What follows belongs to an exercise in optimizing a design on an open flow for small area; a production flow would make more cautious choices.
RTL that was checked went through simulation tests only; none was proved equivalent to the original.
Power is estimated from default activity; no workload was simulated. The flow treats the clock pin as an ideal source, which a real chip does not have.

run 1:
==> module moving_average, before the edit <==
module moving_average # (
    parameter integer in_bits = 16,
    parameter integer out_bits = 16,
    parameter integer log2_samples = 8
    )(
    input wire [in_bits-1:0] in_data,
    input wire clk,
    input wire rst,  
    output wire [out_bits-1:0] out_data
    );
    localparam integer samples = 2**log2_samples;
    localparam integer reg_bits = in_bits+log2_samples;
    localparam integer depth = samples+1;    
    reg [depth*in_bits-1:0] line;
    reg [log2_samples:0] fill;
    reg [reg_bits-1:0] sum;
    wire [in_bits-1:0] newest = line[in_bits-1:0];
    wire [in_bits-1:0] oldest = line[depth*in_bits-1:(depth-1)*in_bits];
    wire sub_old = fill[log2_samples];
    wire [in_bits:0] da = {newest[in_bits-1], newest};
    wire [in_bits:0] db = ~({(in_bits+1){sub_old}} & {oldest[in_bits-1], oldest});
    wire [in_bits+1:0] dc;
    wire [in_bits:0] diff;
    assign dc[0] = 1'b1;
    genvar i;
    generate
    for (i = 0; i <= in_bits; i = i+1) begin : gen_diff
        assign diff[i] = da[i] ^ db[i] ^ dc[i];
        assign dc[i+1] = (da[i] & db[i]) | (dc[i] & (da[i] ^ db[i]));
    end
    endgenerate
    wire [in_bits+1:0] sc;
    wire [reg_bits-1:0] next;
    assign sc[0] = 1'b0;
    generate
    for (i = 0; i <= in_bits; i = i+1) begin : gen_sum
        assign next[i] = sum[i] ^ diff[i] ^ sc[i];
        assign sc[i+1] = (sum[i] & diff[i]) | (sc[i] & (sum[i] ^ diff[i]));
    end
    endgenerate
    localparam integer hi_bits = reg_bits-in_bits-1;
    wire [hi_bits-1:0] sum_hi = sum[reg_bits-1:in_bits+1];
    wire [hi_bits-1:0] hi_inc = sum_hi + 1'b1;
    wire [hi_bits-1:0] hi_dec = sum_hi - 1'b1;
    wire up = sc[in_bits+1] & ~diff[in_bits];
    wire down = ~sc[in_bits+1] & diff[in_bits];
    assign next[reg_bits-1:in_bits+1] = up ? hi_inc : down ? hi_dec : sum_hi;
    always @(posedge clk) begin
        line[depth*in_bits-1:in_bits] <= line[(depth-1)*in_bits-1:0];
        line[in_bits-1:0] <= rst ? {in_bits{1'b0}} : in_data;
    end
    always @(posedge clk) begin
        if (rst) begin
            fill <= {(log2_samples+1){1'b0}};
            sum <= {reg_bits{1'b0}};
        end
        else begin
            fill[log2_samples-1:0] <= fill[log2_samples-1:0] + 1'b1;
            if (&fill[log2_samples-1:0])
                fill[log2_samples] <= 1'b1;
            sum <= next;
        end
    end
    assign out_data = {sum[reg_bits-1], sum[reg_bits-3:reg_bits-out_bits-1]};
endmodule
export LEC_CHECK = 0
export CAP_MARGIN = 20
export CORE_MARGIN = 2
export CORE_UTILIZATION = 50
export CTS_CLUSTER_DIAMETER = 100
export CTS_CLUSTER_SIZE = 32
export SLEW_MARGIN = 20
create_clock -name core_clock -period 8.0 [get_ports {clk}]
run.sh (not shown) runs the stock make flow with config.mk's settings and CLKGATE_MAP_FILE= SYNTH_SCRIPT=/design/flow/synth_recipe.tcl, a recipe that flattens the netlist after the stock synthesis.
Final checks on run 1, whose flow otherwise completed, came back failing, citing negative setup slack.
Edits applied to the flow inputs when going from run 1 to run 2:
diff --git a/flow/design.v b/flow/design.v
--- a/flow/design.v
+++ b/flow/design.v
@@ -28,26 +28,20 @@
     for (i = 0; i <= in_bits; i = i+1) begin : gen_diff
         assign diff[i] = da[i] ^ db[i] ^ dc[i];
         assign dc[i+1] = (da[i] & db[i]) | (dc[i] & (da[i] ^ db[i]));
     end
     endgenerate
-    wire [in_bits+1:0] sc;
+    wire [reg_bits-1:0] sb = {{(reg_bits-in_bits-1){diff[in_bits]}}, diff};
+    wire [reg_bits:0] sc;
     wire [reg_bits-1:0] next;
     assign sc[0] = 1'b0;
     generate
-    for (i = 0; i <= in_bits; i = i+1) begin : gen_sum
-        assign next[i] = sum[i] ^ diff[i] ^ sc[i];
-        assign sc[i+1] = (sum[i] & diff[i]) | (sc[i] & (sum[i] ^ diff[i]));
+    for (i = 0; i < reg_bits; i = i+1) begin : gen_sum
+        assign next[i] = sum[i] ^ sb[i] ^ sc[i];
+        assign sc[i+1] = (sum[i] & sb[i]) | (sc[i] & (sum[i] ^ sb[i]));
     end
     endgenerate
-    localparam integer hi_bits = reg_bits-in_bits-1;
-    wire [hi_bits-1:0] sum_hi = sum[reg_bits-1:in_bits+1];
-    wire [hi_bits-1:0] hi_inc = sum_hi + 1'b1;
-    wire [hi_bits-1:0] hi_dec = sum_hi - 1'b1;
-    wire up = sc[in_bits+1] & ~diff[in_bits];
-    wire down = ~sc[in_bits+1] & diff[in_bits];
-    assign next[reg_bits-1:in_bits+1] = up ? hi_inc : down ? hi_dec : sum_hi;
     always @(posedge clk) begin
         line[depth*in_bits-1:in_bits] <= line[(depth-1)*in_bits-1:0];
         line[in_bits-1:0] <= rst ? {in_bits{1'b0}} : in_data;
     end
     always @(posedge clk) begin
==> summary.txt <==
FAIL for each of run 2 and run 1
Run 2 contains fewer vias than run 1.
As of run 2, per-instance average area after synthesis had risen slightly compared to run 1.
Diff run 2 and run 1: final setup skew lower in run 2
Summary of run 2 over run 1: wire length of the first global-routing pass -3.1%, met2 layer wire length in the routed design -3100 um, die span in x ~0 delta, ratio of total power to cell area ~0 delta.
Between run 2 and run 1, the synthesized area figures differ only marginally.
Re synthesized cell count: run 2 and run 1 aren't equal, and the higher value belongs to run 1.
From run 1 to run 2 the numbers moved as follows: global router's overall resource usage shrank by 0.41 points, area of the die held steady.
No functional check of the RTL was part of run 1.

re-timing with driven ports:
The flow's constraints put no driver on any port. The routed layouts listed below were extracted and timed again, unchanged, in two steps.
Step 1: set_driving_cell puts a clkbuf_16 on clk and a buf_2 on each other input, an assumption about the parent block.
Step 2 adds t to the input delays and takes it off the output delays; t is the mean of the earliest and latest rising clock arrival at the registers after step 1. Input paths then give back, and output paths get back, about the clock's delay inside the block.
a / b / c = ideal ports / drivers / drivers and shift; a / b = the first two.
run	t (ns)	slack for setup (ns)	latest minus earliest clock arrival (ns)	worst register clock-pin slew, ns
run 1	0.857	-0.260 / -0.260 / -0.260	0.031 / 0.031	0.11 / 0.11
run 2	0.851	-1.559 / -1.559 / -1.559	0.024 / 0.025	0.11 / 0.11
